Background: an optimization exercise with open tools, aiming at small area and a short achievable clock period. Do not read the settings as production practice. No run shown here included a check of the RTL's function; only the layout flow was run. Power figures rest on the tool's default switching activity, not on a simulated workload.

File: flow/config.mk
export PLATFORM = sky130hd
export DESIGN_NAME = matrix_accelerator
export DESIGN_NICKNAME = matrix_accelerator
export VERILOG_FILES = /design/flow/design.v
export SDC_FILE = /design/flow/constraint.sdc
export NUM_CORES = 4
export LEC_CHECK = 0
export CAP_MARGIN = 20
export CORE_MARGIN = 2
export CORE_UTILIZATION = 40
export SLEW_MARGIN = 20
File: flow/constraint.sdc
create_clock -name core_clock -period 8.0 [get_ports {clk}]
set_input_delay 1.6000 -clock core_clock [delete_from_list [all_inputs] [get_ports {clk}]]
set_output_delay 1.6000 -clock core_clock [all_outputs]
set_load 0.01 [all_outputs]
File: flow/design.v
`timescale 1ns / 1ps
module pe #(
    parameter WI = 0,       
    parameter WO = 16       
) (
    input  wire                 clk,
    input  wire                 rst,
    input  wire                 load_weight,
    input  wire                 hold,        
    input  wire [7:0]           in_n,
    input  wire [7:0]           in_m,        
    input  wire [(WI>0?WI:1)-1:0] in_w,
    output reg  [7:0]           out_s,
    output reg  [WO-1:0]        out_e
);
    reg  [7:0]    weight_reg;
    wire [WO-1:0] sum;
    wire [WO-1:0] w_ext;
    generate
        if (WI == 0) begin : C0
            assign w_ext = {WO{1'b0}};
            mac_0_16 mac (.a(in_m), .b(weight_reg), .y(sum));
        end else begin : CJ
            assign w_ext = {{(WO-WI){in_w[WI-1]}}, in_w};
            if (WI == 16)
                mac_16_17 mac (.a(in_m), .b(weight_reg), .e(in_w), .y(sum));
            else if (WO == 17)
                mac_17_17 mac (.a(in_m), .b(weight_reg), .e(in_w), .y(sum));
            else
                mac_17_18 mac (.a(in_m), .b(weight_reg), .e(in_w), .y(sum));
        end
    endgenerate
    always @(posedge clk or posedge rst)
        if (rst) out_s <= 8'd0;
        else     out_s <= in_n;
    always @(posedge clk)
        if (load_weight) weight_reg <= in_n;
    always @(posedge clk)
        if (rst)       out_e <= {WO{1'b0}};
        else if (hold) out_e <= w_ext;
        else           out_e <= sum;
endmodule
module mac_0_16 (
    input  wire [7:0] a,
    input  wire [7:0] b,
    output wire [15:0] y
);
    wire t0 = a[0] & b[0];
    wire t1 = a[0] & b[1];
    wire t2 = a[0] & b[2];
    wire t3 = a[0] & b[3];
    wire t4 = a[0] & b[4];
    wire t5 = a[0] & b[5];
    wire t6 = a[0] & b[6];
    wire t7 = ~(a[0] & b[7]);
    wire t8 = a[1] & b[0];
    wire t9 = a[1] & b[1];
    wire t10 = a[1] & b[2];
    wire t11 = a[1] & b[3];
    wire t12 = a[1] & b[4];
    wire t13 = a[1] & b[5];
    wire t14 = a[1] & b[6];
    wire t15 = ~(a[1] & b[7]);
    wire t16 = a[2] & b[0];
    wire t17 = a[2] & b[1];
    wire t18 = a[2] & b[2];
    wire t19 = a[2] & b[3];
    wire t20 = a[2] & b[4];
    wire t21 = a[2] & b[5];
    wire t22 = a[2] & b[6];
    wire t23 = ~(a[2] & b[7]);
    wire t24 = a[3] & b[0];
    wire t25 = a[3] & b[1];
    wire t26 = a[3] & b[2];
    wire t27 = a[3] & b[3];
    wire t28 = a[3] & b[4];
    wire t29 = a[3] & b[5];
    wire t30 = a[3] & b[6];
    wire t31 = ~(a[3] & b[7]);
    wire t32 = a[4] & b[0];
    wire t33 = a[4] & b[1];
    wire t34 = a[4] & b[2];
    wire t35 = a[4] & b[3];
    wire t36 = a[4] & b[4];
    wire t37 = a[4] & b[5];
    wire t38 = a[4] & b[6];
    wire t39 = ~(a[4] & b[7]);
    wire t40 = a[5] & b[0];
    wire t41 = a[5] & b[1];
    wire t42 = a[5] & b[2];
    wire t43 = a[5] & b[3];
    wire t44 = a[5] & b[4];
    wire t45 = a[5] & b[5];
    wire t46 = a[5] & b[6];
    wire t47 = ~(a[5] & b[7]);
    wire t48 = a[6] & b[0];
    wire t49 = a[6] & b[1];
    wire t50 = a[6] & b[2];
    wire t51 = a[6] & b[3];
    wire t52 = a[6] & b[4];
    wire t53 = a[6] & b[5];
    wire t54 = a[6] & b[6];
    wire t55 = ~(a[6] & b[7]);
    wire t56 = ~(a[7] & b[0]);
    wire t57 = ~(a[7] & b[1]);
    wire t58 = ~(a[7] & b[2]);
    wire t59 = ~(a[7] & b[3]);
    wire t60 = ~(a[7] & b[4]);
    wire t61 = ~(a[7] & b[5]);
    wire t62 = ~(a[7] & b[6]);
    wire t63 = a[7] & b[7];
    wire t64 = t6 ^ t13;
    wire t65 = t6 & t13;
    wire t66 = t7 ^ t14 ^ t21;
    wire t67 = (t7 & t14) | (t7 & t21) | (t14 & t21);
    wire t68 = t28 ^ t35;
    wire t69 = t28 & t35;
    wire t70 = t15 ^ t22 ^ t29;
    wire t71 = (t15 & t22) | (t15 & t29) | (t22 & t29);
    wire t72 = t36 ^ t43 ^ t50;
    wire t73 = (t36 & t43) | (t36 & t50) | (t43 & t50);
    wire t74 = t23 ^ t30 ^ t37;
    wire t75 = (t23 & t30) | (t23 & t37) | (t30 & t37);
    wire t76 = t4 ^ t11;
    wire t77 = t4 & t11;
    wire t78 = t5 ^ t12 ^ t19;
    wire t79 = (t5 & t12) | (t5 & t19) | (t12 & t19);
    wire t80 = t26 ^ t33;
    wire t81 = t26 & t33;
    wire t82 = t20 ^ t27 ^ t34;
    wire t83 = (t20 & t27) | (t20 & t34) | (t27 & t34);
    wire t84 = t41 ^ t48 ^ t64;
    wire t85 = (t41 & t48) | (t41 & t64) | (t48 & t64);
    wire t86 = t42 ^ t49 ^ t56;
    wire t87 = (t42 & t49) | (t42 & t56) | (t49 & t56);
    wire t88 = t66 ^ t68 ^ t65;
    wire t89 = (t66 & t68) | (t66 & t65) | (t68 & t65);
    wire t90 = t57 ^ 1'b1 ^ t70;
    wire t91 = (t57 & 1'b1) | (t57 & t70) | (1'b1 & t70);
    wire t92 = t72 ^ t67 ^ t69;
    wire t93 = (t72 & t67) | (t72 & t69) | (t67 & t69);
    wire t94 = t44 ^ t51 ^ t58;
    wire t95 = (t44 & t51) | (t44 & t58) | (t51 & t58);
    wire t96 = t74 ^ t71 ^ t73;
    wire t97 = (t74 & t71) | (t74 & t73) | (t71 & t73);
    wire t98 = t31 ^ t38 ^ t45;
    wire t99 = (t31 & t38) | (t31 & t45) | (t38 & t45);
    wire t100 = t52 ^ t59 ^ t75;
    wire t101 = (t52 & t59) | (t52 & t75) | (t59 & t75);
    wire t102 = t39 ^ t46 ^ t53;
    wire t103 = (t39 & t46) | (t39 & t53) | (t46 & t53);
    wire t104 = t3 ^ t10;
    wire t105 = t3 & t10;
    wire t106 = t18 ^ t25 ^ t32;
    wire t107 = (t18 & t25) | (t18 & t32) | (t25 & t32);
    wire t108 = t40 ^ t78 ^ t80;
    wire t109 = (t40 & t78) | (t40 & t80) | (t78 & t80);
    wire t110 = t82 ^ t84 ^ t79;
    wire t111 = (t82 & t84) | (t82 & t79) | (t84 & t79);
    wire t112 = t86 ^ t88 ^ t83;
    wire t113 = (t86 & t88) | (t86 & t83) | (t88 & t83);
    wire t114 = t90 ^ t92 ^ t87;
    wire t115 = (t90 & t92) | (t90 & t87) | (t92 & t87);
    wire t116 = t94 ^ t96 ^ t91;
    wire t117 = (t94 & t96) | (t94 & t91) | (t96 & t91);
    wire t118 = t98 ^ t100 ^ t95;
    wire t119 = (t98 & t100) | (t98 & t95) | (t100 & t95);
    wire t120 = t60 ^ t102 ^ t99;
    wire t121 = (t60 & t102) | (t60 & t99) | (t102 & t99);
    wire t122 = t47 ^ t54 ^ t61;
    wire t123 = (t47 & t54) | (t47 & t61) | (t54 & t61);
    wire t124 = t2 ^ t9;
    wire t125 = t2 & t9;
    wire t126 = t17 ^ t24 ^ t104;
    wire t127 = (t17 & t24) | (t17 & t104) | (t24 & t104);
    wire t128 = t76 ^ t106 ^ t105;
    wire t129 = (t76 & t106) | (t76 & t105) | (t106 & t105);
    wire t130 = t77 ^ t108 ^ t107;
    wire t131 = (t77 & t108) | (t77 & t107) | (t108 & t107);
    wire t132 = t81 ^ t110 ^ t109;
    wire t133 = (t81 & t110) | (t81 & t109) | (t110 & t109);
    wire t134 = t85 ^ t112 ^ t111;
    wire t135 = (t85 & t112) | (t85 & t111) | (t112 & t111);
    wire t136 = t89 ^ t114 ^ t113;
    wire t137 = (t89 & t114) | (t89 & t113) | (t114 & t113);
    wire t138 = t93 ^ t116 ^ t115;
    wire t139 = (t93 & t116) | (t93 & t115) | (t116 & t115);
    wire t140 = t97 ^ t118 ^ t117;
    wire t141 = (t97 & t118) | (t97 & t117) | (t118 & t117);
    wire t142 = t101 ^ t120 ^ t119;
    wire t143 = (t101 & t120) | (t101 & t119) | (t120 & t119);
    wire t144 = t103 ^ t122 ^ t121;
    wire t145 = (t103 & t122) | (t103 & t121) | (t122 & t121);
    wire t146 = t55 ^ t62 ^ t123;
    wire t147 = (t55 & t62) | (t55 & t123) | (t62 & t123);
    wire [15:0] ra = {1'b1, t63, t146, t144, t142, t140, t138, t136, t134, t132, t130, t128, t126, t16, t1, t0};
    wire [15:0] rb = {1'b0, t147, t145, t143, t141, t139, t137, t135, t133, t131, t129, t127, t125, t124, t8, 1'b0};
    assign y = ra + rb;
endmodule
module mac_16_17 (
    input  wire [7:0] a,
    input  wire [7:0] b,
    input  wire [15:0] e,
    output wire [16:0] y
);
    wire t0 = a[0] & b[0];
    wire t1 = a[0] & b[1];
    wire t2 = a[0] & b[2];
    wire t3 = a[0] & b[3];
    wire t4 = a[0] & b[4];
    wire t5 = a[0] & b[5];
    wire t6 = a[0] & b[6];
    wire t7 = ~(a[0] & b[7]);
    wire t8 = a[1] & b[0];
    wire t9 = a[1] & b[1];
    wire t10 = a[1] & b[2];
    wire t11 = a[1] & b[3];
    wire t12 = a[1] & b[4];
    wire t13 = a[1] & b[5];
    wire t14 = a[1] & b[6];
    wire t15 = ~(a[1] & b[7]);
    wire t16 = a[2] & b[0];
    wire t17 = a[2] & b[1];
    wire t18 = a[2] & b[2];
    wire t19 = a[2] & b[3];
    wire t20 = a[2] & b[4];
    wire t21 = a[2] & b[5];
    wire t22 = a[2] & b[6];
    wire t23 = ~(a[2] & b[7]);
    wire t24 = a[3] & b[0];
    wire t25 = a[3] & b[1];
    wire t26 = a[3] & b[2];
    wire t27 = a[3] & b[3];
    wire t28 = a[3] & b[4];
    wire t29 = a[3] & b[5];
    wire t30 = a[3] & b[6];
    wire t31 = ~(a[3] & b[7]);
    wire t32 = a[4] & b[0];
    wire t33 = a[4] & b[1];
    wire t34 = a[4] & b[2];
    wire t35 = a[4] & b[3];
    wire t36 = a[4] & b[4];
    wire t37 = a[4] & b[5];
    wire t38 = a[4] & b[6];
    wire t39 = ~(a[4] & b[7]);
    wire t40 = a[5] & b[0];
    wire t41 = a[5] & b[1];
    wire t42 = a[5] & b[2];
    wire t43 = a[5] & b[3];
    wire t44 = a[5] & b[4];
    wire t45 = a[5] & b[5];
    wire t46 = a[5] & b[6];
    wire t47 = ~(a[5] & b[7]);
    wire t48 = a[6] & b[0];
    wire t49 = a[6] & b[1];
    wire t50 = a[6] & b[2];
    wire t51 = a[6] & b[3];
    wire t52 = a[6] & b[4];
    wire t53 = a[6] & b[5];
    wire t54 = a[6] & b[6];
    wire t55 = ~(a[6] & b[7]);
    wire t56 = ~(a[7] & b[0]);
    wire t57 = ~(a[7] & b[1]);
    wire t58 = ~(a[7] & b[2]);
    wire t59 = ~(a[7] & b[3]);
    wire t60 = ~(a[7] & b[4]);
    wire t61 = ~(a[7] & b[5]);
    wire t62 = ~(a[7] & b[6]);
    wire t63 = a[7] & b[7];
    wire t64 = ~e[15];
    wire t65 = t5 ^ t12;
    wire t66 = t5 & t12;
    wire t67 = t6 ^ t13 ^ t20;
    wire t68 = (t6 & t13) | (t6 & t20) | (t13 & t20);
    wire t69 = t27 ^ t34;
    wire t70 = t27 & t34;
    wire t71 = t7 ^ t14 ^ t21;
    wire t72 = (t7 & t14) | (t7 & t21) | (t14 & t21);
    wire t73 = t28 ^ t35 ^ t42;
    wire t74 = (t28 & t35) | (t28 & t42) | (t35 & t42);
    wire t75 = t49 ^ t56;
    wire t76 = t49 & t56;
    wire t77 = t15 ^ t22 ^ t29;
    wire t78 = (t15 & t22) | (t15 & t29) | (t22 & t29);
    wire t79 = t36 ^ t43 ^ t50;
    wire t80 = (t36 & t43) | (t36 & t50) | (t43 & t50);
    wire t81 = t57 ^ e[8] ^ 1'b1;
    wire t82 = (t57 & e[8]) | (t57 & 1'b1) | (e[8] & 1'b1);
    wire t83 = t23 ^ t30 ^ t37;
    wire t84 = (t23 & t30) | (t23 & t37) | (t30 & t37);
    wire t85 = t44 ^ t51 ^ t58;
    wire t86 = (t44 & t51) | (t44 & t58) | (t51 & t58);
    wire t87 = t31 ^ t38 ^ t45;
    wire t88 = (t31 & t38) | (t31 & t45) | (t38 & t45);
    wire t89 = t3 ^ t10;
    wire t90 = t3 & t10;
    wire t91 = t4 ^ t11 ^ t18;
    wire t92 = (t4 & t11) | (t4 & t18) | (t11 & t18);
    wire t93 = t25 ^ t32;
    wire t94 = t25 & t32;
    wire t95 = t19 ^ t26 ^ t33;
    wire t96 = (t19 & t26) | (t19 & t33) | (t26 & t33);
    wire t97 = t40 ^ e[5] ^ t65;
    wire t98 = (t40 & e[5]) | (t40 & t65) | (e[5] & t65);
    wire t99 = t41 ^ t48 ^ e[6];
    wire t100 = (t41 & t48) | (t41 & e[6]) | (t48 & e[6]);
    wire t101 = t67 ^ t69 ^ t66;
    wire t102 = (t67 & t69) | (t67 & t66) | (t69 & t66);
    wire t103 = e[7] ^ t71 ^ t73;
    wire t104 = (e[7] & t71) | (e[7] & t73) | (t71 & t73);
    wire t105 = t75 ^ t68 ^ t70;
    wire t106 = (t75 & t68) | (t75 & t70) | (t68 & t70);
    wire t107 = t77 ^ t79 ^ t81;
    wire t108 = (t77 & t79) | (t77 & t81) | (t79 & t81);
    wire t109 = t72 ^ t74 ^ t76;
    wire t110 = (t72 & t74) | (t72 & t76) | (t74 & t76);
    wire t111 = e[9] ^ t83 ^ t85;
    wire t112 = (e[9] & t83) | (e[9] & t85) | (t83 & t85);
    wire t113 = t78 ^ t80 ^ t82;
    wire t114 = (t78 & t80) | (t78 & t82) | (t80 & t82);
    wire t115 = t52 ^ t59 ^ e[10];
    wire t116 = (t52 & t59) | (t52 & e[10]) | (t59 & e[10]);
    wire t117 = t87 ^ t84 ^ t86;
    wire t118 = (t87 & t84) | (t87 & t86) | (t84 & t86);
    wire t119 = t39 ^ t46 ^ t53;
    wire t120 = (t39 & t46) | (t39 & t53) | (t46 & t53);
    wire t121 = t60 ^ e[11] ^ t88;
    wire t122 = (t60 & e[11]) | (t60 & t88) | (e[11] & t88);
    wire t123 = t47 ^ t54 ^ t61;
    wire t124 = (t47 & t54) | (t47 & t61) | (t54 & t61);
    wire t125 = t2 ^ t9;
    wire t126 = t2 & t9;
    wire t127 = t17 ^ t24 ^ e[3];
    wire t128 = (t17 & t24) | (t17 & e[3]) | (t24 & e[3]);
    wire t129 = e[4] ^ t91 ^ t93;
    wire t130 = (e[4] & t91) | (e[4] & t93) | (t91 & t93);
    wire t131 = t95 ^ t97 ^ t92;
    wire t132 = (t95 & t97) | (t95 & t92) | (t97 & t92);
    wire t133 = t99 ^ t101 ^ t96;
    wire t134 = (t99 & t101) | (t99 & t96) | (t101 & t96);
    wire t135 = t103 ^ t105 ^ t100;
    wire t136 = (t103 & t105) | (t103 & t100) | (t105 & t100);
    wire t137 = t107 ^ t109 ^ t104;
    wire t138 = (t107 & t109) | (t107 & t104) | (t109 & t104);
    wire t139 = t111 ^ t113 ^ t108;
    wire t140 = (t111 & t113) | (t111 & t108) | (t113 & t108);
    wire t141 = t115 ^ t117 ^ t112;
    wire t142 = (t115 & t117) | (t115 & t112) | (t117 & t112);
    wire t143 = t119 ^ t121 ^ t116;
    wire t144 = (t119 & t121) | (t119 & t116) | (t121 & t116);
    wire t145 = e[12] ^ t123 ^ t120;
    wire t146 = (e[12] & t123) | (e[12] & t120) | (t123 & t120);
    wire t147 = t55 ^ t62 ^ e[13];
    wire t148 = (t55 & t62) | (t55 & e[13]) | (t62 & e[13]);
    wire t149 = t1 ^ t8;
    wire t150 = t1 & t8;
    wire t151 = t16 ^ e[2] ^ t125;
    wire t152 = (t16 & e[2]) | (t16 & t125) | (e[2] & t125);
    wire t153 = t89 ^ t127 ^ t126;
    wire t154 = (t89 & t127) | (t89 & t126) | (t127 & t126);
    wire t155 = t90 ^ t129 ^ t128;
    wire t156 = (t90 & t129) | (t90 & t128) | (t129 & t128);
    wire t157 = t94 ^ t131 ^ t130;
    wire t158 = (t94 & t131) | (t94 & t130) | (t131 & t130);
    wire t159 = t98 ^ t133 ^ t132;
    wire t160 = (t98 & t133) | (t98 & t132) | (t133 & t132);
    wire t161 = t102 ^ t135 ^ t134;
    wire t162 = (t102 & t135) | (t102 & t134) | (t135 & t134);
    wire t163 = t106 ^ t137 ^ t136;
    wire t164 = (t106 & t137) | (t106 & t136) | (t137 & t136);
    wire t165 = t110 ^ t139 ^ t138;
    wire t166 = (t110 & t139) | (t110 & t138) | (t139 & t138);
    wire t167 = t114 ^ t141 ^ t140;
    wire t168 = (t114 & t141) | (t114 & t140) | (t141 & t140);
    wire t169 = t118 ^ t143 ^ t142;
    wire t170 = (t118 & t143) | (t118 & t142) | (t143 & t142);
    wire t171 = t122 ^ t145 ^ t144;
    wire t172 = (t122 & t145) | (t122 & t144) | (t145 & t144);
    wire t173 = t124 ^ t147 ^ t146;
    wire t174 = (t124 & t147) | (t124 & t146) | (t147 & t146);
    wire t175 = t63 ^ e[14] ^ t148;
    wire t176 = (t63 & e[14]) | (t63 & t148) | (e[14] & t148);
    wire [16:0] ra = {1'b1, t64, t175, t173, t171, t169, t167, t165, t163, t161, t159, t157, t155, t153, t151, e[1], t0};
    wire [16:0] rb = {1'b0, t176, t174, t172, t170, t168, t166, t164, t162, t160, t158, t156, t154, t152, t150, t149, e[0]};
    assign y = ra + rb;
endmodule
module mac_17_17 (
    input  wire [7:0] a,
    input  wire [7:0] b,
    input  wire [16:0] e,
    output wire [16:0] y
);
    wire t0 = a[0] & b[0];
    wire t1 = a[0] & b[1];
    wire t2 = a[0] & b[2];
    wire t3 = a[0] & b[3];
    wire t4 = a[0] & b[4];
    wire t5 = a[0] & b[5];
    wire t6 = a[0] & b[6];
    wire t7 = ~(a[0] & b[7]);
    wire t8 = a[1] & b[0];
    wire t9 = a[1] & b[1];
    wire t10 = a[1] & b[2];
    wire t11 = a[1] & b[3];
    wire t12 = a[1] & b[4];
    wire t13 = a[1] & b[5];
    wire t14 = a[1] & b[6];
    wire t15 = ~(a[1] & b[7]);
    wire t16 = a[2] & b[0];
    wire t17 = a[2] & b[1];
    wire t18 = a[2] & b[2];
    wire t19 = a[2] & b[3];
    wire t20 = a[2] & b[4];
    wire t21 = a[2] & b[5];
    wire t22 = a[2] & b[6];
    wire t23 = ~(a[2] & b[7]);
    wire t24 = a[3] & b[0];
    wire t25 = a[3] & b[1];
    wire t26 = a[3] & b[2];
    wire t27 = a[3] & b[3];
    wire t28 = a[3] & b[4];
    wire t29 = a[3] & b[5];
    wire t30 = a[3] & b[6];
    wire t31 = ~(a[3] & b[7]);
    wire t32 = a[4] & b[0];
    wire t33 = a[4] & b[1];
    wire t34 = a[4] & b[2];
    wire t35 = a[4] & b[3];
    wire t36 = a[4] & b[4];
    wire t37 = a[4] & b[5];
    wire t38 = a[4] & b[6];
    wire t39 = ~(a[4] & b[7]);
    wire t40 = a[5] & b[0];
    wire t41 = a[5] & b[1];
    wire t42 = a[5] & b[2];
    wire t43 = a[5] & b[3];
    wire t44 = a[5] & b[4];
    wire t45 = a[5] & b[5];
    wire t46 = a[5] & b[6];
    wire t47 = ~(a[5] & b[7]);
    wire t48 = a[6] & b[0];
    wire t49 = a[6] & b[1];
    wire t50 = a[6] & b[2];
    wire t51 = a[6] & b[3];
    wire t52 = a[6] & b[4];
    wire t53 = a[6] & b[5];
    wire t54 = a[6] & b[6];
    wire t55 = ~(a[6] & b[7]);
    wire t56 = ~(a[7] & b[0]);
    wire t57 = ~(a[7] & b[1]);
    wire t58 = ~(a[7] & b[2]);
    wire t59 = ~(a[7] & b[3]);
    wire t60 = ~(a[7] & b[4]);
    wire t61 = ~(a[7] & b[5]);
    wire t62 = ~(a[7] & b[6]);
    wire t63 = a[7] & b[7];
    wire t64 = ~e[16];
    wire t65 = t5 ^ t12;
    wire t66 = t5 & t12;
    wire t67 = t6 ^ t13 ^ t20;
    wire t68 = (t6 & t13) | (t6 & t20) | (t13 & t20);
    wire t69 = t27 ^ t34;
    wire t70 = t27 & t34;
    wire t71 = t7 ^ t14 ^ t21;
    wire t72 = (t7 & t14) | (t7 & t21) | (t14 & t21);
    wire t73 = t28 ^ t35 ^ t42;
    wire t74 = (t28 & t35) | (t28 & t42) | (t35 & t42);
    wire t75 = t49 ^ t56;
    wire t76 = t49 & t56;
    wire t77 = t15 ^ t22 ^ t29;
    wire t78 = (t15 & t22) | (t15 & t29) | (t22 & t29);
    wire t79 = t36 ^ t43 ^ t50;
    wire t80 = (t36 & t43) | (t36 & t50) | (t43 & t50);
    wire t81 = t57 ^ e[8] ^ 1'b1;
    wire t82 = (t57 & e[8]) | (t57 & 1'b1) | (e[8] & 1'b1);
    wire t83 = t23 ^ t30 ^ t37;
    wire t84 = (t23 & t30) | (t23 & t37) | (t30 & t37);
    wire t85 = t44 ^ t51 ^ t58;
    wire t86 = (t44 & t51) | (t44 & t58) | (t51 & t58);
    wire t87 = t31 ^ t38 ^ t45;
    wire t88 = (t31 & t38) | (t31 & t45) | (t38 & t45);
    wire t89 = t3 ^ t10;
    wire t90 = t3 & t10;
    wire t91 = t4 ^ t11 ^ t18;
    wire t92 = (t4 & t11) | (t4 & t18) | (t11 & t18);
    wire t93 = t25 ^ t32;
    wire t94 = t25 & t32;
    wire t95 = t19 ^ t26 ^ t33;
    wire t96 = (t19 & t26) | (t19 & t33) | (t26 & t33);
    wire t97 = t40 ^ e[5] ^ t65;
    wire t98 = (t40 & e[5]) | (t40 & t65) | (e[5] & t65);
    wire t99 = t41 ^ t48 ^ e[6];
    wire t100 = (t41 & t48) | (t41 & e[6]) | (t48 & e[6]);
    wire t101 = t67 ^ t69 ^ t66;
    wire t102 = (t67 & t69) | (t67 & t66) | (t69 & t66);
    wire t103 = e[7] ^ t71 ^ t73;
    wire t104 = (e[7] & t71) | (e[7] & t73) | (t71 & t73);
    wire t105 = t75 ^ t68 ^ t70;
    wire t106 = (t75 & t68) | (t75 & t70) | (t68 & t70);
    wire t107 = t77 ^ t79 ^ t81;
    wire t108 = (t77 & t79) | (t77 & t81) | (t79 & t81);
    wire t109 = t72 ^ t74 ^ t76;
    wire t110 = (t72 & t74) | (t72 & t76) | (t74 & t76);
    wire t111 = e[9] ^ t83 ^ t85;
    wire t112 = (e[9] & t83) | (e[9] & t85) | (t83 & t85);
    wire t113 = t78 ^ t80 ^ t82;
    wire t114 = (t78 & t80) | (t78 & t82) | (t80 & t82);
    wire t115 = t52 ^ t59 ^ e[10];
    wire t116 = (t52 & t59) | (t52 & e[10]) | (t59 & e[10]);
    wire t117 = t87 ^ t84 ^ t86;
    wire t118 = (t87 & t84) | (t87 & t86) | (t84 & t86);
    wire t119 = t39 ^ t46 ^ t53;
    wire t120 = (t39 & t46) | (t39 & t53) | (t46 & t53);
    wire t121 = t60 ^ e[11] ^ t88;
    wire t122 = (t60 & e[11]) | (t60 & t88) | (e[11] & t88);
    wire t123 = t47 ^ t54 ^ t61;
    wire t124 = (t47 & t54) | (t47 & t61) | (t54 & t61);
    wire t125 = t2 ^ t9;
    wire t126 = t2 & t9;
    wire t127 = t17 ^ t24 ^ e[3];
    wire t128 = (t17 & t24) | (t17 & e[3]) | (t24 & e[3]);
    wire t129 = e[4] ^ t91 ^ t93;
    wire t130 = (e[4] & t91) | (e[4] & t93) | (t91 & t93);
    wire t131 = t95 ^ t97 ^ t92;
    wire t132 = (t95 & t97) | (t95 & t92) | (t97 & t92);
    wire t133 = t99 ^ t101 ^ t96;
    wire t134 = (t99 & t101) | (t99 & t96) | (t101 & t96);
    wire t135 = t103 ^ t105 ^ t100;
    wire t136 = (t103 & t105) | (t103 & t100) | (t105 & t100);
    wire t137 = t107 ^ t109 ^ t104;
    wire t138 = (t107 & t109) | (t107 & t104) | (t109 & t104);
    wire t139 = t111 ^ t113 ^ t108;
    wire t140 = (t111 & t113) | (t111 & t108) | (t113 & t108);
    wire t141 = t115 ^ t117 ^ t112;
    wire t142 = (t115 & t117) | (t115 & t112) | (t117 & t112);
    wire t143 = t119 ^ t121 ^ t116;
    wire t144 = (t119 & t121) | (t119 & t116) | (t121 & t116);
    wire t145 = e[12] ^ t123 ^ t120;
    wire t146 = (e[12] & t123) | (e[12] & t120) | (t123 & t120);
    wire t147 = t55 ^ t62 ^ e[13];
    wire t148 = (t55 & t62) | (t55 & e[13]) | (t62 & e[13]);
    wire t149 = t1 ^ t8;
    wire t150 = t1 & t8;
    wire t151 = t16 ^ e[2] ^ t125;
    wire t152 = (t16 & e[2]) | (t16 & t125) | (e[2] & t125);
    wire t153 = t89 ^ t127 ^ t126;
    wire t154 = (t89 & t127) | (t89 & t126) | (t127 & t126);
    wire t155 = t90 ^ t129 ^ t128;
    wire t156 = (t90 & t129) | (t90 & t128) | (t129 & t128);
    wire t157 = t94 ^ t131 ^ t130;
    wire t158 = (t94 & t131) | (t94 & t130) | (t131 & t130);
    wire t159 = t98 ^ t133 ^ t132;
    wire t160 = (t98 & t133) | (t98 & t132) | (t133 & t132);
    wire t161 = t102 ^ t135 ^ t134;
    wire t162 = (t102 & t135) | (t102 & t134) | (t135 & t134);
    wire t163 = t106 ^ t137 ^ t136;
    wire t164 = (t106 & t137) | (t106 & t136) | (t137 & t136);
    wire t165 = t110 ^ t139 ^ t138;
    wire t166 = (t110 & t139) | (t110 & t138) | (t139 & t138);
    wire t167 = t114 ^ t141 ^ t140;
    wire t168 = (t114 & t141) | (t114 & t140) | (t141 & t140);
    wire t169 = t118 ^ t143 ^ t142;
    wire t170 = (t118 & t143) | (t118 & t142) | (t143 & t142);
    wire t171 = t122 ^ t145 ^ t144;
    wire t172 = (t122 & t145) | (t122 & t144) | (t145 & t144);
    wire t173 = t124 ^ t147 ^ t146;
    wire t174 = (t124 & t147) | (t124 & t146) | (t147 & t146);
    wire t175 = t63 ^ e[14] ^ t148;
    wire t176 = (t63 & e[14]) | (t63 & t148) | (e[14] & t148);
    wire t177 = e[15] ^ 1'b1;
    wire t178 = e[15] & 1'b1;
    wire [16:0] ra = {t64, t177, t175, t173, t171, t169, t167, t165, t163, t161, t159, t157, t155, t153, t151, e[1], t0};
    wire [16:0] rb = {t178, t176, t174, t172, t170, t168, t166, t164, t162, t160, t158, t156, t154, t152, t150, t149, e[0]};
    assign y = ra + rb;
endmodule
module mac_17_18 (
    input  wire [7:0] a,
    input  wire [7:0] b,
    input  wire [16:0] e,
    output wire [17:0] y
);
    wire t0 = a[0] & b[0];
    wire t1 = a[0] & b[1];
    wire t2 = a[0] & b[2];
    wire t3 = a[0] & b[3];
    wire t4 = a[0] & b[4];
    wire t5 = a[0] & b[5];
    wire t6 = a[0] & b[6];
    wire t7 = ~(a[0] & b[7]);
    wire t8 = a[1] & b[0];
    wire t9 = a[1] & b[1];
    wire t10 = a[1] & b[2];
    wire t11 = a[1] & b[3];
    wire t12 = a[1] & b[4];
    wire t13 = a[1] & b[5];
    wire t14 = a[1] & b[6];
    wire t15 = ~(a[1] & b[7]);
    wire t16 = a[2] & b[0];
    wire t17 = a[2] & b[1];
    wire t18 = a[2] & b[2];
    wire t19 = a[2] & b[3];
    wire t20 = a[2] & b[4];
    wire t21 = a[2] & b[5];
    wire t22 = a[2] & b[6];
    wire t23 = ~(a[2] & b[7]);
    wire t24 = a[3] & b[0];
    wire t25 = a[3] & b[1];
    wire t26 = a[3] & b[2];
    wire t27 = a[3] & b[3];
    wire t28 = a[3] & b[4];
    wire t29 = a[3] & b[5];
    wire t30 = a[3] & b[6];
    wire t31 = ~(a[3] & b[7]);
    wire t32 = a[4] & b[0];
    wire t33 = a[4] & b[1];
    wire t34 = a[4] & b[2];
    wire t35 = a[4] & b[3];
    wire t36 = a[4] & b[4];
    wire t37 = a[4] & b[5];
    wire t38 = a[4] & b[6];
    wire t39 = ~(a[4] & b[7]);
    wire t40 = a[5] & b[0];
    wire t41 = a[5] & b[1];
    wire t42 = a[5] & b[2];
    wire t43 = a[5] & b[3];
    wire t44 = a[5] & b[4];
    wire t45 = a[5] & b[5];
    wire t46 = a[5] & b[6];
    wire t47 = ~(a[5] & b[7]);
    wire t48 = a[6] & b[0];
    wire t49 = a[6] & b[1];
    wire t50 = a[6] & b[2];
    wire t51 = a[6] & b[3];
    wire t52 = a[6] & b[4];
    wire t53 = a[6] & b[5];
    wire t54 = a[6] & b[6];
    wire t55 = ~(a[6] & b[7]);
    wire t56 = ~(a[7] & b[0]);
    wire t57 = ~(a[7] & b[1]);
    wire t58 = ~(a[7] & b[2]);
    wire t59 = ~(a[7] & b[3]);
    wire t60 = ~(a[7] & b[4]);
    wire t61 = ~(a[7] & b[5]);
    wire t62 = ~(a[7] & b[6]);
    wire t63 = a[7] & b[7];
    wire t64 = ~e[16];
    wire t65 = t5 ^ t12;
    wire t66 = t5 & t12;
    wire t67 = t6 ^ t13 ^ t20;
    wire t68 = (t6 & t13) | (t6 & t20) | (t13 & t20);
    wire t69 = t27 ^ t34;
    wire t70 = t27 & t34;
    wire t71 = t7 ^ t14 ^ t21;
    wire t72 = (t7 & t14) | (t7 & t21) | (t14 & t21);
    wire t73 = t28 ^ t35 ^ t42;
    wire t74 = (t28 & t35) | (t28 & t42) | (t35 & t42);
    wire t75 = t49 ^ t56;
    wire t76 = t49 & t56;
    wire t77 = t15 ^ t22 ^ t29;
    wire t78 = (t15 & t22) | (t15 & t29) | (t22 & t29);
    wire t79 = t36 ^ t43 ^ t50;
    wire t80 = (t36 & t43) | (t36 & t50) | (t43 & t50);
    wire t81 = t57 ^ e[8] ^ 1'b1;
    wire t82 = (t57 & e[8]) | (t57 & 1'b1) | (e[8] & 1'b1);
    wire t83 = t23 ^ t30 ^ t37;
    wire t84 = (t23 & t30) | (t23 & t37) | (t30 & t37);
    wire t85 = t44 ^ t51 ^ t58;
    wire t86 = (t44 & t51) | (t44 & t58) | (t51 & t58);
    wire t87 = t31 ^ t38 ^ t45;
    wire t88 = (t31 & t38) | (t31 & t45) | (t38 & t45);
    wire t89 = t3 ^ t10;
    wire t90 = t3 & t10;
    wire t91 = t4 ^ t11 ^ t18;
    wire t92 = (t4 & t11) | (t4 & t18) | (t11 & t18);
    wire t93 = t25 ^ t32;
    wire t94 = t25 & t32;
    wire t95 = t19 ^ t26 ^ t33;
    wire t96 = (t19 & t26) | (t19 & t33) | (t26 & t33);
    wire t97 = t40 ^ e[5] ^ t65;
    wire t98 = (t40 & e[5]) | (t40 & t65) | (e[5] & t65);
    wire t99 = t41 ^ t48 ^ e[6];
    wire t100 = (t41 & t48) | (t41 & e[6]) | (t48 & e[6]);
    wire t101 = t67 ^ t69 ^ t66;
    wire t102 = (t67 & t69) | (t67 & t66) | (t69 & t66);
    wire t103 = e[7] ^ t71 ^ t73;
    wire t104 = (e[7] & t71) | (e[7] & t73) | (t71 & t73);
    wire t105 = t75 ^ t68 ^ t70;
    wire t106 = (t75 & t68) | (t75 & t70) | (t68 & t70);
    wire t107 = t77 ^ t79 ^ t81;
    wire t108 = (t77 & t79) | (t77 & t81) | (t79 & t81);
    wire t109 = t72 ^ t74 ^ t76;
    wire t110 = (t72 & t74) | (t72 & t76) | (t74 & t76);
    wire t111 = e[9] ^ t83 ^ t85;
    wire t112 = (e[9] & t83) | (e[9] & t85) | (t83 & t85);
    wire t113 = t78 ^ t80 ^ t82;
    wire t114 = (t78 & t80) | (t78 & t82) | (t80 & t82);
    wire t115 = t52 ^ t59 ^ e[10];
    wire t116 = (t52 & t59) | (t52 & e[10]) | (t59 & e[10]);
    wire t117 = t87 ^ t84 ^ t86;
    wire t118 = (t87 & t84) | (t87 & t86) | (t84 & t86);
    wire t119 = t39 ^ t46 ^ t53;
    wire t120 = (t39 & t46) | (t39 & t53) | (t46 & t53);
    wire t121 = t60 ^ e[11] ^ t88;
    wire t122 = (t60 & e[11]) | (t60 & t88) | (e[11] & t88);
    wire t123 = t47 ^ t54 ^ t61;
    wire t124 = (t47 & t54) | (t47 & t61) | (t54 & t61);
    wire t125 = t2 ^ t9;
    wire t126 = t2 & t9;
    wire t127 = t17 ^ t24 ^ e[3];
    wire t128 = (t17 & t24) | (t17 & e[3]) | (t24 & e[3]);
    wire t129 = e[4] ^ t91 ^ t93;
    wire t130 = (e[4] & t91) | (e[4] & t93) | (t91 & t93);
    wire t131 = t95 ^ t97 ^ t92;
    wire t132 = (t95 & t97) | (t95 & t92) | (t97 & t92);
    wire t133 = t99 ^ t101 ^ t96;
    wire t134 = (t99 & t101) | (t99 & t96) | (t101 & t96);
    wire t135 = t103 ^ t105 ^ t100;
    wire t136 = (t103 & t105) | (t103 & t100) | (t105 & t100);
    wire t137 = t107 ^ t109 ^ t104;
    wire t138 = (t107 & t109) | (t107 & t104) | (t109 & t104);
    wire t139 = t111 ^ t113 ^ t108;
    wire t140 = (t111 & t113) | (t111 & t108) | (t113 & t108);
    wire t141 = t115 ^ t117 ^ t112;
    wire t142 = (t115 & t117) | (t115 & t112) | (t117 & t112);
    wire t143 = t119 ^ t121 ^ t116;
    wire t144 = (t119 & t121) | (t119 & t116) | (t121 & t116);
    wire t145 = e[12] ^ t123 ^ t120;
    wire t146 = (e[12] & t123) | (e[12] & t120) | (t123 & t120);
    wire t147 = t55 ^ t62 ^ e[13];
    wire t148 = (t55 & t62) | (t55 & e[13]) | (t62 & e[13]);
    wire t149 = t1 ^ t8;
    wire t150 = t1 & t8;
    wire t151 = t16 ^ e[2] ^ t125;
    wire t152 = (t16 & e[2]) | (t16 & t125) | (e[2] & t125);
    wire t153 = t89 ^ t127 ^ t126;
    wire t154 = (t89 & t127) | (t89 & t126) | (t127 & t126);
    wire t155 = t90 ^ t129 ^ t128;
    wire t156 = (t90 & t129) | (t90 & t128) | (t129 & t128);
    wire t157 = t94 ^ t131 ^ t130;
    wire t158 = (t94 & t131) | (t94 & t130) | (t131 & t130);
    wire t159 = t98 ^ t133 ^ t132;
    wire t160 = (t98 & t133) | (t98 & t132) | (t133 & t132);
    wire t161 = t102 ^ t135 ^ t134;
    wire t162 = (t102 & t135) | (t102 & t134) | (t135 & t134);
    wire t163 = t106 ^ t137 ^ t136;
    wire t164 = (t106 & t137) | (t106 & t136) | (t137 & t136);
    wire t165 = t110 ^ t139 ^ t138;
    wire t166 = (t110 & t139) | (t110 & t138) | (t139 & t138);
    wire t167 = t114 ^ t141 ^ t140;
    wire t168 = (t114 & t141) | (t114 & t140) | (t141 & t140);
    wire t169 = t118 ^ t143 ^ t142;
    wire t170 = (t118 & t143) | (t118 & t142) | (t143 & t142);
    wire t171 = t122 ^ t145 ^ t144;
    wire t172 = (t122 & t145) | (t122 & t144) | (t145 & t144);
    wire t173 = t124 ^ t147 ^ t146;
    wire t174 = (t124 & t147) | (t124 & t146) | (t147 & t146);
    wire t175 = t63 ^ e[14] ^ t148;
    wire t176 = (t63 & e[14]) | (t63 & t148) | (e[14] & t148);
    wire t177 = e[15] ^ 1'b1;
    wire t178 = e[15] & 1'b1;
    wire [17:0] ra = {1'b1, t64, t177, t175, t173, t171, t169, t167, t165, t163, t161, t159, t157, t155, t153, t151, e[1], t0};
    wire [17:0] rb = {1'b0, t178, t176, t174, t172, t170, t168, t166, t164, t162, t160, t158, t156, t154, t152, t150, t149, e[0]};
    assign y = ra + rb;
endmodule
`timescale 1ns / 1ps
module skew_buffer(
    input  wire        clk,
    input  wire        rst,
    input  wire [31:0] raw_input,
    output wire [31:0] skewed_output
);
    reg [7:0] d1_1;
    reg [7:0] d2_1, d2_2;
    reg [7:0] d3_1, d3_2, d3_3;
    always @(posedge clk or posedge rst) begin
        if (rst) begin
            d1_1 <= 0;
            d2_1 <= 0; d2_2 <= 0;
            d3_1 <= 0; d3_2 <= 0; d3_3 <= 0;
        end else begin
            d1_1 <= raw_input[15:8];
            d2_1 <= raw_input[23:16];
            d2_2 <= d2_1;
            d3_1 <= raw_input[31:24];
            d3_2 <= d3_1;
            d3_3 <= d3_2;
        end
    end
    assign skewed_output = {d3_3, d2_2, d1_1, raw_input[7:0]};
endmodule
`timescale 1ns / 1ps
module systolic_array(
    input  wire        clk,
    input  wire        rst,
    input  wire        load_weight,
    input  wire        hold,
    input  wire [31:0] in_n,
    input  wire [31:0] in_m,        
    output wire [95:0] out_e
);
    genvar i, j;
    generate
        for (i = 0; i < 4; i = i + 1) begin : ROW
            wire [7:0]  n0, n1, n2, n3;
            wire [7:0]  m0, m1, m2, m3;
            wire [15:0] e0;
            wire [16:0] e1, e2;
            wire [17:0] e3;
            wire [7:0]  s0, s1, s2, s3;
            if (i == 0) begin : TOP
                assign {n3, n2, n1, n0} = in_n;
                assign {m3, m2, m1, m0} = in_m;
            end else begin : BELOW
                assign {n3, n2, n1, n0} = {ROW[i-1].s3, ROW[i-1].s2, ROW[i-1].s1, ROW[i-1].s0};
                assign {m3, m2, m1, m0} = {n3, n2, n1, n0};
            end
            pe #(.WI(0),  .WO(16)) c0 (clk, rst, load_weight, hold, n0, m0, 1'b0, s0, e0);
            pe #(.WI(16), .WO(17)) c1 (clk, rst, load_weight, hold, n1, m1, e0,   s1, e1);
            pe #(.WI(17), .WO(17)) c2 (clk, rst, load_weight, hold, n2, m2, e1,   s2, e2);
            pe #(.WI(17), .WO(18)) c3 (clk, rst, load_weight, hold, n3, m3, e2,   s3, e3);
            assign out_e[24*i +: 24] = {{6{e3[17]}}, e3};
        end
    endgenerate
endmodule
`timescale 1ns / 1ps
module matrix_accelerator(
    input  wire        clk,
    input  wire        rst,
    input  wire        load_weight,
    input  wire [31:0] activation_in,
    output wire [95:0] result_out
);
    wire [31:0] skewed;
    skew_buffer skew_unit (
        .clk(clk),
        .rst(rst),
        .raw_input(activation_in),
        .skewed_output(skewed)
    );
    reg valid;
    always @(posedge clk or posedge rst)
        if (rst)              valid <= 1'b0;
        else if (load_weight) valid <= 1'b1;
    wire [31:0] in_n = {load_weight ? activation_in[31:8] : skewed[31:8],
                        activation_in[7:0]};
    systolic_array array_core (
        .clk(clk),
        .rst(rst),
        .load_weight(load_weight),
        .hold(load_weight | ~valid),
        .in_n(in_n),
        .in_m(skewed),   
        .out_e(result_out)
    );
endmodule
File: flow/run.sh
#!/bin/bash
# synth_recipe.tcl (not shown) runs the flow's synth.tcl, then flattens the netlist and writes it again
# the make line also repeats each setting of config.mk as NAME=value (left out here)
make -C /OpenROAD-flow-scripts/flow DESIGN_CONFIG=/design/flow/config.mk WORK_HOME=/design/flow/orfs CLKGATE_MAP_FILE= SYNTH_SCRIPT=/design/flow/synth_recipe.tcl finish
==> results.sh, run 1 <==
export IMPL_grt_pass1_wl_um=202300
export IMPL_clock_path_buffers=3
export IMPL_post_dp_hpwl_um=94180
export IMPL_critPathSlowestCell="clkdlybuf4s50_1"
export IMPL_cp_start_kind="input pin"
export IMPL_critPathKind="input pin to flop"
export IMPL_synth_seq_area_share_pct=25.01
export IMPL_vias_per_cell=5.036
export IMPL_grtUsageTotal_pct=18.94
export IMPL_r2r_start="array_core.ROW[0].c2.weight_reg[7]$_DFFE_PP_"
export IMPL_postSynthCellCount=5400
export IMPL_cts_resized=0
export IMPL_rsz0062_at_grt="no"
export IMPL_reg_top3="array_core.ROW.c3.out_e x72, array_core.ROW.c1.out_e x68, array_core.ROW.c2.out_e x68"
export IMPL_grt_max_degree=142
export IMPL_async_flop_share_pct=26.61
export IMPL_slew_viol_final=0
export IMPL_worstRegToRegCells=16
export IMPL_largest_register_ffs=72
export IMPL_die_h_um=363.3
export IMPL_via_count=36111
export IMPL_min_from="skew_unit.d3_2[7]$_DFF_PP0_"
export IMPL_cts_buffers=66
export IMPL_grt_overflow=0
export IMPL_synth_cell_types=77
export IMPL_syn_avg_cell_area_um2=9.565
export IMPL_dieWidth_um=363.3
export IMPL_hold_end="skew_unit.d3_3[7]$_DFF_PP0_"
export IMPL_r2r_end="array_core.ROW[0].c2.out_e[16]$_SDFF_PP0_"
export IMPL_hold_violations=0
export IMPL_cts_tree="done"
export IMPL_synth_nets=6543
export IMPL_maxSlewHeadroom_pct=39.99
export IMPL_crit_required_ns=8.55
export IMPL_die_area_um2=132000
export IMPL_nFillCells=12251
export IMPL_irDropWorstVdd_mv=0.2176
export IMPL_dp_slack_ns=1.643
export IMPL_p_leak_uw=0.02630
export IMPL_drive_gt1_share_pct=3.358
export IMPL_clkTransAtPathRegs_ns=0.07
export IMPL_top_register="array_core.ROW.c3.out_e"
export IMPL_crit_top_cell="fa_1"
export IMPL_syn2layout_area_growth_pct=9.845
export IMPL_drt_first_pass_iters=5
export IMPL_start_util_pct=40.40
export IMPL_fin_setup_tns_ns=0
export IMPL_setup_viol=0
export IMPL_postCtsHoldBufs=0
export IMPL_hold_depth=0
export IMPL_netlist_area_um2=51650
export IMPL_powerDensity_nw_per_um2=409.9
export IMPL_stdcell_area_um2=56740
export IMPL_port_buffers=130
export IMPL_crit_fanout=10
export IMPL_arrival_ns=6.25
export IMPL_skew_ns=0.02865
export IMPL_placementRows=131
export IMPL_cp_startpoint="activation_in[4]"
export IMPL_outcome="timing/DRC/antenna clean"
export IMPL_path_buf_inv=4
export IMPL_synth_edf_count=128
export IMPL_synth_seq_cells=545
export IMPL_worst_r2r_setup_slack_ns=2.66
export IMPL_stdcell_count=7171
export IMPL_root_buffer="clkbuf_16"
export IMPL_ios=131
export IMPL_clkLatencyLatePin_ns=0.67
export IMPL_max_cap_violations=0
export IMPL_routed_wl_um=121700
export IMPL_antenna_cells=0
export IMPL_synth_warning_count=6
export IMPL_final_common_cell="inv_1"
export IMPL_h_tree_depth=3
export IMPL_crit_chain="clkdlybuf4s50_1 > nand2_1 > fa_1 > inv_1 > fa_1 > inv_1 > fa_1 > inv_1 > fa_1 > ha_1 > o21ai_1 > nor2_1 > a221oi_1 > nor4_1 > a211o_1"
export IMPL_fmax_mhz=175.6
export IMPL_hold_class="flop to flop"
export IMPL_synthFlopType="dfxtp_1"
export IMPL_ant_nets=0
export IMPL_fin_crit_sh_pct=71.20
export IMPL_critPathMaxStageDelay_ns=0.69
export IMPL_cp_top_family="adder cells"
export IMPL_antenna_found_initial=0
export IMPL_endpoint_kind="flop"
export IMPL_tightestPinTransition_ns=0.8888
export IMPL_first_global_vias=37478
export IMPL_place_gp_congestion=0.8667
export IMPL_placed_area_um2=54520
export IMPL_final_core_util_pct=44.38
export IMPL_clkSinkCount=545
export IMPL_fin_ws_ns=2.304
export IMPL_remaining_drc_errors=0
export IMPL_fin_crit_ns=5.696
export IMPL_avgRoutedWirePerCell_um=16.97
export IMPL_cts_setup_buffers=0
export IMPL_core_um2=127800
export IMPL_path_depth=15
export IMPL_final_cell_mix="inv_1, nand2_1, fa_1"
export IMPL_placed_cells=7050
export IMPL_first_iter_violations=1904
export IMPL_fin_nets=6599
-- through the flow --
stage	total power, uW	hold WS (ns)
2_1_floorplan	16670	0.3312
3_3_place_gp	19930	0.3320
3_5_place_dp	20070	0.3347
4_1_cts	23340	0.3504
5_1_grt	25830	0.3543
6_report	23260	0.3487
-- cell families after synthesis --
kind of cell             Yosys count  synth area share [%]
flip-flops                       545                 25.01
multiplexers                      39                0.8236
AND/OR/NAND/NOR                 1765                 16.66
adder cells (fa/ha/maj)         1108                 37.48
buffers and inverters            972                 7.241
AO/OA/AOI/OAI                    796                 9.816
XOR/XNOR                         175                 2.967
-- routing by layer --
metal / routed length (um) / GRT usage (%) / share of wire (%) / up-vias
met2: 56280 / 30.83 / 46 / 727
met5: 0 / 0 / 0 / -
met1: 58050 / 26.76 / 48 / 17877
met3: 4929 / 2.109 / 4.0 / 125
met4: 2460 / 5.240 / 2.0 / 0
li1: - / - / - / 17382
-- worst max-delay path by stage --
stage | slack (ns) | to
detailed placement | 1.64 | array_core.ROW[0].c0.out_e[13]$_SDFF_PP0_
floorplan | 0.01 | array_core.ROW[0].c0.out_s[0]$_DFF_PP0_
global route | 2.05 | array_core.ROW[0].c0.out_e[13]$_SDFF_PP0_
finish | 2.30 | array_core.ROW[0].c0.out_e[13]$_SDFF_PP0_
global placement | 1.71 | array_core.ROW[0].c0.out_e[13]$_SDFF_PP0_
CTS | 2.37 | array_core.ROW[0].c0.out_e[13]$_SDFF_PP0_
-- synthesized netlist by cell type, types with 8 or more instances --
| master | instances | share of area, % |
|---|---|---|
| a211o_1 | 12 | 0.20 |
| a211oi_1 | 48 | 0.70 |
| a21o_1 | 98 | 1.4 |
| a21oi_1 | 263 | 2.5 |
| a31oi_1 | 30 | 0.36 |
| a41oi_1 | 8 | 0.14 |
| and2_1 | 543 | 6.6 |
| and3_1 | 31 | 0.38 |
| buf_1 | 12 | 0.087 |
| buf_4 | 24 | 0.35 |
| clkbuf_1 | 119 | 0.86 |
| dfrtp_1 | 145 | 7.0 |
| dfxtp_1 | 272 | 11 |
| edfxtp_1 | 128 | 7.4 |
| fa_1 | 732 | 28 |
| ha_1 | 376 | 9.1 |
| inv_1 | 816 | 5.9 |
| mux2_2 | 28 | 0.61 |
| mux2i_1 | 11 | 0.21 |
| nand2_1 | 802 | 5.8 |
| nand2b_1 | 24 | 0.29 |
| nand3_1 | 45 | 0.44 |
| nand3b_1 | 8 | 0.12 |
| nand4_1 | 22 | 0.27 |
| nor2_1 | 152 | 1.1 |
| nor2b_1 | 22 | 0.27 |
| nor3_1 | 48 | 0.47 |
| nor4_1 | 14 | 0.17 |
| o211ai_1 | 23 | 0.33 |
| o21a_1 | 33 | 0.48 |
| o21ai_0 | 151 | 1.5 |
| o21bai_1 | 31 | 0.45 |
| o31ai_1 | 13 | 0.19 |
| or3_1 | 20 | 0.24 |
| xnor2_1 | 96 | 1.6 |
| xor2_1 | 79 | 1.3 |
-- report_power, final --
part	internal (uW)	switching [uW]	total, uW
Clock	1760	1320	3070
Sequential	3360	580	3940
Combinational	7260	8990	16200
Total	12400	10900	23300
-- area by class of cell --
| cell class | instances | area [um^2] | area share (%) |
|---|---|---|---|
| inverter | 816 | 3070 | 5.412 |
| sequential | 545 | 12920 | 22.77 |
| clock buffer | 80 | 1828 | 3.222 |
| tap | 1662 | 2079 | 3.665 |
| multi-input combinational | 3883 | 35030 | 61.74 |
| timing repair buffer | 144 | 1424 | 2.510 |
| clock inverter | 41 | 385.4 | 0.6792 |
==> run 2, diff against run 1 <==
--- a/flow/config.mk
+++ b/flow/config.mk
@@ -6,6 +6,8 @@
 export NUM_CORES = 4
 export LEC_CHECK = 0
+export ABC_CLOCK_PERIOD_IN_PS = 4000
 export CAP_MARGIN = 20
 export CORE_MARGIN = 2
 export CORE_UTILIZATION = 40
+export SETUP_SLACK_MARGIN = 3.0
 export SLEW_MARGIN = 20
==> results.sh, run 2 <==
export IMPL_clkTransAtPathRegs_ns=0.06
export IMPL_crit_fanout=10
export IMPL_ios=131
export IMPL_synth_edf_count=128
export IMPL_cp_startpoint="array_core.ROW[1].c2.out_s[1]$_DFF_PP0_"
export IMPL_cts_buffers=68
export IMPL_outcome="timing/DRC/antenna clean"
export IMPL_routed_top_layer="met4"
export IMPL_fmax_mhz=206.5
export IMPL_reg_top3="array_core.ROW.c3.out_e x72, array_core.ROW.c1.out_e x68, array_core.ROW.c2.out_e x68"
export IMPL_grt_overflow=0
export IMPL_final_cell_mix="inv_1, nand2_1, fa_1"
export IMPL_wl_met2_um=56230
export IMPL_final_common_cell="inv_1"
export IMPL_worstRegToRegCells=14
export IMPL_syn2layout_area_growth_pct=11.46
export IMPL_place_gp_congestion=0.8490
export IMPL_fin_crit_sh_pct=60.54
export IMPL_postCtsHoldBufs=0
export IMPL_crit_required_ns=8.55
export IMPL_vias_per_cell=5.028
export IMPL_met1Wirelength_um=58770
export IMPL_arrival_ns=5.39
export IMPL_tightestPinTransition_ns=0.9761
export IMPL_postSynthCellCount=5400
export IMPL_grt_max_degree=108
export IMPL_largest_register_ffs=72
export IMPL_powerDensity_nw_per_um2=414.5
export IMPL_skew_ns=0.02757
export IMPL_synth_cell_types=77
export IMPL_yosys_area_top_type_share_pct=28.37
export IMPL_p_leak_uw=0.02664
export IMPL_syn_avg_cell_area_um2=9.565
export IMPL_routed_wl_um=122000
export IMPL_endpoint_kind="flop"
export IMPL_stdcell_count=7234
export IMPL_top_register="array_core.ROW.c3.out_e"
export IMPL_min_from="skew_unit.d2_1[1]$_DFF_PP0_"
export IMPL_r2r_end="array_core.ROW[2].c2.out_e[16]$_SDFF_PP0_"
export IMPL_netlist_area_um2=51650
export IMPL_cts_tree="done"
export IMPL_synth_seq_area_share_pct=25.01
export IMPL_worst_r2r_setup_slack_ns=3.16
export IMPL_critPathKind="flop to flop"
export IMPL_hold_violations=0
export IMPL_antenna_found_initial=0
export IMPL_rsz0062_at_grt="yes"
export IMPL_slew_viol_final=0
export IMPL_yosysMostFrequentCell="inv_1"
export IMPL_irDropWorstVdd_mv=0.2083
export IMPL_async_flop_share_pct=26.61
export IMPL_grt_pass1_wl_um=200900
export IMPL_port_buffers=130
export IMPL_post_dp_hpwl_um=94380
export IMPL_ys_top_cells_by_count="inv_1, nand2_1, fa_1"
export IMPL_die_area_um2=132000
export IMPL_synth_seq_cells=545
export IMPL_wl_met3_um=4613
export IMPL_drive_gt1_share_pct=5.797
export IMPL_maxSlewHeadroom_pct=34.79
export IMPL_grtUsageTotal_pct=18.81
export IMPL_clock_path_buffers=3
export IMPL_synthFlopType="dfxtp_1"
export IMPL_clkSinkCount=545
export IMPL_hold_class="flop to flop"
export IMPL_start_util_pct=40.40
export IMPL_fin_nets=6659
export IMPL_ant_nets=0
export IMPL_dieWidth_um=363.3
export IMPL_synth_top_cell_by_area="fa_1"
export IMPL_first_global_vias=37290
export IMPL_h_tree_depth=3
export IMPL_avgRoutedWirePerCell_um=16.87
export IMPL_yosys_top_cells_area="fa_1, dfxtp_1, ha_1"
export IMPL_root_buffer="clkbuf_16"
export IMPL_setup_viol=0
export IMPL_die_h_um=363.3
export IMPL_first_iter_violations=1799
export IMPL_clkLatencyLatePin_ns=0.65
export IMPL_max_cap_violations=0
export IMPL_drt_first_pass_iters=6
export IMPL_placed_cells=7053
export IMPL_cp_start_kind="flop"
export IMPL_r2r_start="array_core.ROW[1].c2.out_s[1]$_DFF_PP0_"
export IMPL_nFillCells=12110
export IMPL_fin_crit_ns=4.843
export IMPL_via_count=36376
export IMPL_antenna_cells=0
export IMPL_critPathCapture="array_core.ROW[2].c2.out_e[16]$_SDFF_PP0_"
export IMPL_placementRows=131
export IMPL_core_um2=127800
export IMPL_synth_warning_count=6
export IMPL_synth_nets=6543
export IMPL_fin_setup_tns_ns=0
export IMPL_remaining_drc_errors=0
==> run 2: cell counts after synthesis <==
Identical to the previous run, type by type.
==> run 2: worst min-delay path by stage <==
stage,cells past startpoint,endpoint,slack [ns]
6_report,0,skew_unit.d2_2[1]$_DFF_PP0_,0.35
5_1_grt,0,skew_unit.d3_2[5]$_DFF_PP0_,0.35
4_1_cts,0,skew_unit.d3_2[4]$_DFF_PP0_,0.35
3_5_place_dp,0,skew_unit.d2_2[7]$_DFF_PP0_,0.34
3_3_place_gp,0,skew_unit.d2_2[0]$_DFF_PP0_,0.33
2_1_floorplan,0,skew_unit.d2_2[0]$_DFF_PP0_,0.33
==> run 2: area by class of cell <==
| cell class | instances | area, um^2 | share of cell area (%) |
|---|---|---|---|
| timing repair buffer | 202 | 1839 | 3.195 |
| sequential | 545 | 12960 | 22.52 |
| multi-input combinational | 3883 | 35260 | 61.25 |
| tap | 1662 | 2079 | 3.612 |
| clock inverter | 43 | 444.2 | 0.7716 |
| clock buffer | 83 | 1913 | 3.323 |
| inverter | 816 | 3070 | 5.333 |
==> run 2: what timing repair did <==
item | CTS | global route
pin swaps | 2 | 17
buffers inserted | 5 | 50
endpoints found under the setup margin | 10 | 28
gates resized for setup | 21 | 75
cloned | 0 | 0
==> run 2: stage by stage <==
stage / total power [uW] / utilization [%] / hold slack (ns) / worst slack, ns / area [um^2]
4_1_cts: 23650 / 44.61 / 0.3501 / 2.958 / 57030
5_1_grt: 26430 / 45.03 / 0.3535 / 2.915 / 57570
2_1_floorplan: 16730 / - / 0.3312 / 3.001 / 51700
3_5_place_dp: 20120 / 42.70 / 0.3356 / 2.069 / 54590
6_report: 23860 / 45.03 / 0.3481 / 3.157 / 57570
3_3_place_gp: 20000 / 42.70 / 0.3316 / 2.117 / 54590
==> run 2: layer usage <==
layer | GRT usage, % | up-vias
met5 | 0 | -
met4 | 5.109 | 0
met2 | 30.59 | 667
met3 | 2.015 | 146
li1 | - | 17546
met1 | 26.68 | 18017
==> run 2: critical path, stage by stage, from the launching register on <==
cell and delay (ns):
dfrtp_1 0.56, and2_1 0.28, fa_1 0.46, fa_1 0.55, inv_1 0.06, fa_1 0.54, fa_1 0.43, ha_1 0.36
a21oi_1 0.18, o21ai_0 0.14, a221o_1 0.35, a21oi_1 0.19, mux2i_1 0.27, a211oi_1 0.10, a31o_2 0.26
==> run 2: cells by family after synthesis <==
group / after synthesis / share of synthesized area [%]
multiplexers: 39 / 0.8236
adder cells (fa/ha/maj): 1108 / 37.48
AND/OR/NAND/NOR: 1765 / 16.66
AO/OA/AOI/OAI: 796 / 9.816
flip-flops: 545 / 25.01
buffers and inverters: 972 / 7.241
XOR/XNOR: 175 / 2.967
==> run 2: power breakdown <==
| group | total [uW] | internal, uW | switching (uW) |
|---|---|---|---|
| clock | 3210 | 1890 | 1320 |
| sequential | 3930 | 3360 | 569 |
| combinational | 16700 | 7570 | 9140 |
==> run 3, diff against run 2 <==
--- a/flow/config.mk
+++ b/flow/config.mk
@@ -10,4 +10,3 @@
 export CORE_MARGIN = 2
 export CORE_UTILIZATION = 40
-export SETUP_SLACK_MARGIN = 3.0
 export SLEW_MARGIN = 20
==> results.sh, run 3 <==
export IMPL_outcome="timing/DRC/antenna clean"
export IMPL_die_h_um=363.3
export IMPL_synth_seq_area_share_pct=25.01
export IMPL_crit_fanout=10
export IMPL_crit_required_ns=8.55
export IMPL_irDropWorstVdd_mv=0.2176
export IMPL_yosys_area_share_simple_pct=16.66
export IMPL_synth_warning_count=6
export IMPL_rsz0062_at_grt="no"
export IMPL_start_util_pct=40.40
export IMPL_fmax_mhz=175.6
export IMPL_synth_seq_cells=545
export IMPL_clkLatencyLatePin_ns=0.67
export IMPL_routed_wl_um=121700
export IMPL_port_buffers=130
export IMPL_worst_r2r_setup_slack_ns=2.66
export IMPL_final_common_cell="inv_1"
export IMPL_p_total_uw=23260
export IMPL_powerDensity_nw_per_um2=409.9
export IMPL_async_flop_share_pct=26.61
export IMPL_hold_violations=0
export IMPL_clock_path_buffers=3
export IMPL_syn2layout_area_growth_pct=9.845
export IMPL_synth_edf_count=128
export IMPL_dieWidth_um=363.3
export IMPL_first_iter_violations=1904
export IMPL_yosysMostFrequentCell="inv_1"
export IMPL_cts_buffers=66
export IMPL_synth_cell_types=77
export IMPL_synth_fa_ha_area_share_pct=37.48
export IMPL_worstRegToRegCells=16
export IMPL_grtUsageTotal_pct=18.94
export IMPL_final_core_util_pct=44.38
export IMPL_fin_nets=6599
export IMPL_remaining_drc_errors=0
export IMPL_postSynthCellCount=5400
export IMPL_r2r_end="array_core.ROW[0].c2.out_e[16]$_SDFF_PP0_"
export IMPL_synthFlopType="dfxtp_1"
export IMPL_ant_nets=0
export IMPL_grt_max_degree=142
export IMPL_avgRoutedWirePerCell_um=16.97
export IMPL_synth_compound_area_share_pct=9.816
export IMPL_hold_depth=0
export IMPL_netlist_area_um2=51650
export IMPL_grt_pass1_wl_um=202300
export IMPL_placementRows=131
export IMPL_clkTransAtPathRegs_ns=0.07
export IMPL_hold_class="flop to flop"
export IMPL_top_register="array_core.ROW.c3.out_e"
export IMPL_fin_crit_ns=5.696
export IMPL_drt_first_pass_iters=5
export IMPL_fin_crit_sh_pct=71.20
export IMPL_synth_nets=6543
export IMPL_maxSlewHeadroom_pct=39.99
export IMPL_multi_input_area_um2=35030
export IMPL_postCtsHoldBufs=0
export IMPL_slew_viol_final=0
export IMPL_setup_viol=0
export IMPL_yosys_area_top_type_share_pct=28.37
export IMPL_place_gp_congestion=0.8667
export IMPL_min_from="skew_unit.d3_2[7]$_DFF_PP0_"
export IMPL_antenna_found_initial=0
export IMPL_ios=131
export IMPL_arrival_ns=6.25
export IMPL_synth_top_cell_by_area="fa_1"
export IMPL_cp_start_kind="input pin"
export IMPL_fin_setup_tns_ns=0
export IMPL_p_leak_uw=0.02630
export IMPL_hold_end="skew_unit.d3_3[7]$_DFF_PP0_"
export IMPL_core_um2=127800
export IMPL_synth_top_family_by_area="adder cells"
export IMPL_tightestPinTransition_ns=0.8888
export IMPL_cts_resized=0
export IMPL_antenna_cells=0
export IMPL_skew_ns=0.02865
export IMPL_vias_per_cell=5.036
export IMPL_largest_register_ffs=72
export IMPL_regArea_um2=12920
export IMPL_yosys_top_cells_area="fa_1, dfxtp_1, ha_1"
export IMPL_post_dp_hpwl_um=94180
export IMPL_final_cell_mix="inv_1, nand2_1, fa_1"
export IMPL_synth_xor_area_share_pct=2.967
export IMPL_via_count=36111
export IMPL_syn_avg_cell_area_um2=9.565
export IMPL_first_global_vias=37478
export IMPL_reg_top3="array_core.ROW.c3.out_e x72, array_core.ROW.c1.out_e x68, array_core.ROW.c2.out_e x68"
export IMPL_drive_gt1_share_pct=3.358
export IMPL_die_area_um2=132000
export IMPL_endpoint_kind="flop"
export IMPL_h_tree_depth=3
export IMPL_max_cap_violations=0
export IMPL_critPathKind="input pin to flop"
export IMPL_clkSinkCount=545
export IMPL_root_buffer="clkbuf_16"
export IMPL_r2r_start="array_core.ROW[0].c2.weight_reg[7]$_DFFE_PP_"
export IMPL_nFillCells=12251
export IMPL_ys_top_cells_by_count="inv_1, nand2_1, fa_1"
export IMPL_cts_tree="done"
export IMPL_synth_mux_area_fraction_pct=0.8236
export IMPL_cts_setup_buffers=0
export IMPL_grt_overflow=0
-- run 3: cell counts after synthesis --
No cell type changed its count.
-- run 3: per-stage QoR --
stage | hold WS (ns) | std cells | worst slack (ns) | area [um^2]
5_1_grt | 0.3543 | 7171 | 2.048 | 56740
3_3_place_gp | 0.3320 | 7050 | 1.708 | 54520
3_5_place_dp | 0.3347 | 7050 | 1.643 | 54520
2_1_floorplan | 0.3312 | 5400 | 0.01311 | 51650
6_report | 0.3487 | 7171 | 2.304 | 56740
4_1_cts | 0.3504 | 7171 | 2.374 | 56740
-- run 3: layer usage --
metal / GRT usage (%) / share of wire [%] / wire length, um / up-vias
met2: 30.83 / 46 / 56280 / 727
met3: 2.109 / 4.0 / 4929 / 125
met5: 0 / 0 / 0 / -
met1: 26.76 / 48 / 58050 / 17877
li1: - / - / - / 17382
met4: 5.240 / 2.0 / 2460 / 0
-- run 3: how the worst max path moves through the flow --
| stage | from | endpoint | slack (ns) | cells after the start |
|---|---|---|---|---|
| after floorplan | rst | array_core.ROW[0].c0.out_s[0]$_DFF_PP0_ | 0.01 | 4 |
| after global placement | activation_in[4] | array_core.ROW[0].c0.out_e[13]$_SDFF_PP0_ | 1.71 | 15 |
| after detailed placement | activation_in[4] | array_core.ROW[0].c0.out_e[13]$_SDFF_PP0_ | 1.64 | 15 |
| after CTS | activation_in[4] | array_core.ROW[0].c0.out_e[13]$_SDFF_PP0_ | 2.37 | 15 |
| after global routing | activation_in[4] | array_core.ROW[0].c0.out_e[13]$_SDFF_PP0_ | 2.05 | 15 |
| final | activation_in[4] | array_core.ROW[0].c0.out_e[13]$_SDFF_PP0_ | 2.30 | 15 |
-- run 3: worst max-delay path, stage by stage --
cell and delay (ns):
clkdlybuf4s50_1 0.69, nand2_1 0.14, fa_1 0.55, inv_1 0.06
fa_1 0.53, inv_1 0.05, fa_1 0.49, inv_1 0.05
fa_1 0.39, ha_1 0.36, o21ai_1 0.39, nor2_1 0.10
a221oi_1 0.46, nor4_1 0.08, a211o_1 0.29
-- run 3: logic make-up (layout without fill, tap and decap cells) --
group	after synthesis	in the layout
compound gates	796	796
xor+xnor	175	175
fa+ha+maj	1108	1108
buf+inv	972	1081
flops	545	545
mux	39	39
simple gates	1765	1765
-- run 3: final cells by class --
class                           count  area share [%]
Sequential cell                   545           22.77
Inverter                          816           5.412
Clock buffer                       80           3.222
Tap cell                         1662           3.665
Timing Repair Buffer              144           2.510
Clock inverter                     41          0.6792
Multi-Input combinational cell   3883           61.74
-- run 3: power breakdown --
group / switching, uW / internal (uW) / total (uW)
clock: 1320 / 1760 / 3070
sequential: 580 / 3360 / 3940
combinational: 8990 / 7260 / 16200

-- separate check: timing with driven ports --
No port has a modelled driver above. Below, the same layouts with a new extraction and two added sets of constraints.
Step 1: set_driving_cell puts a clkbuf_16 on clk and a buf_2 on each other input, an assumption about the parent block.
Step 2 adds t to the input delays and takes it off the output delays; t is the mean of the earliest and latest rising clock arrival at the registers after step 1. Input paths then give back, and output paths get back, about the clock's delay inside the block.
Three values: ideal ports, drivers, drivers and shift; two values: the first two.
| run | t (ns) | slack for setup (ns) | hold WS [ns] | worst setup path at the end | slew at the worst register clock pin (ns) |
|---|---|---|---|---|---|
| run 1 | 0.734 | 2.304 / 2.357 / 1.624 | 0.349 / 0.349 / 0.349 | input to register | 0.07 / 0.07 |
| run 2 | 0.720 | 3.157 / 3.157 / 2.508 | 0.348 / 0.348 / 0.348 | input to register | 0.07 / 0.07 |
| run 3 | 0.734 | 2.304 / 2.357 / 1.624 | 0.349 / 0.349 / 0.349 | input to register | 0.07 / 0.07 |
After both steps every run listed still meets setup and hold.
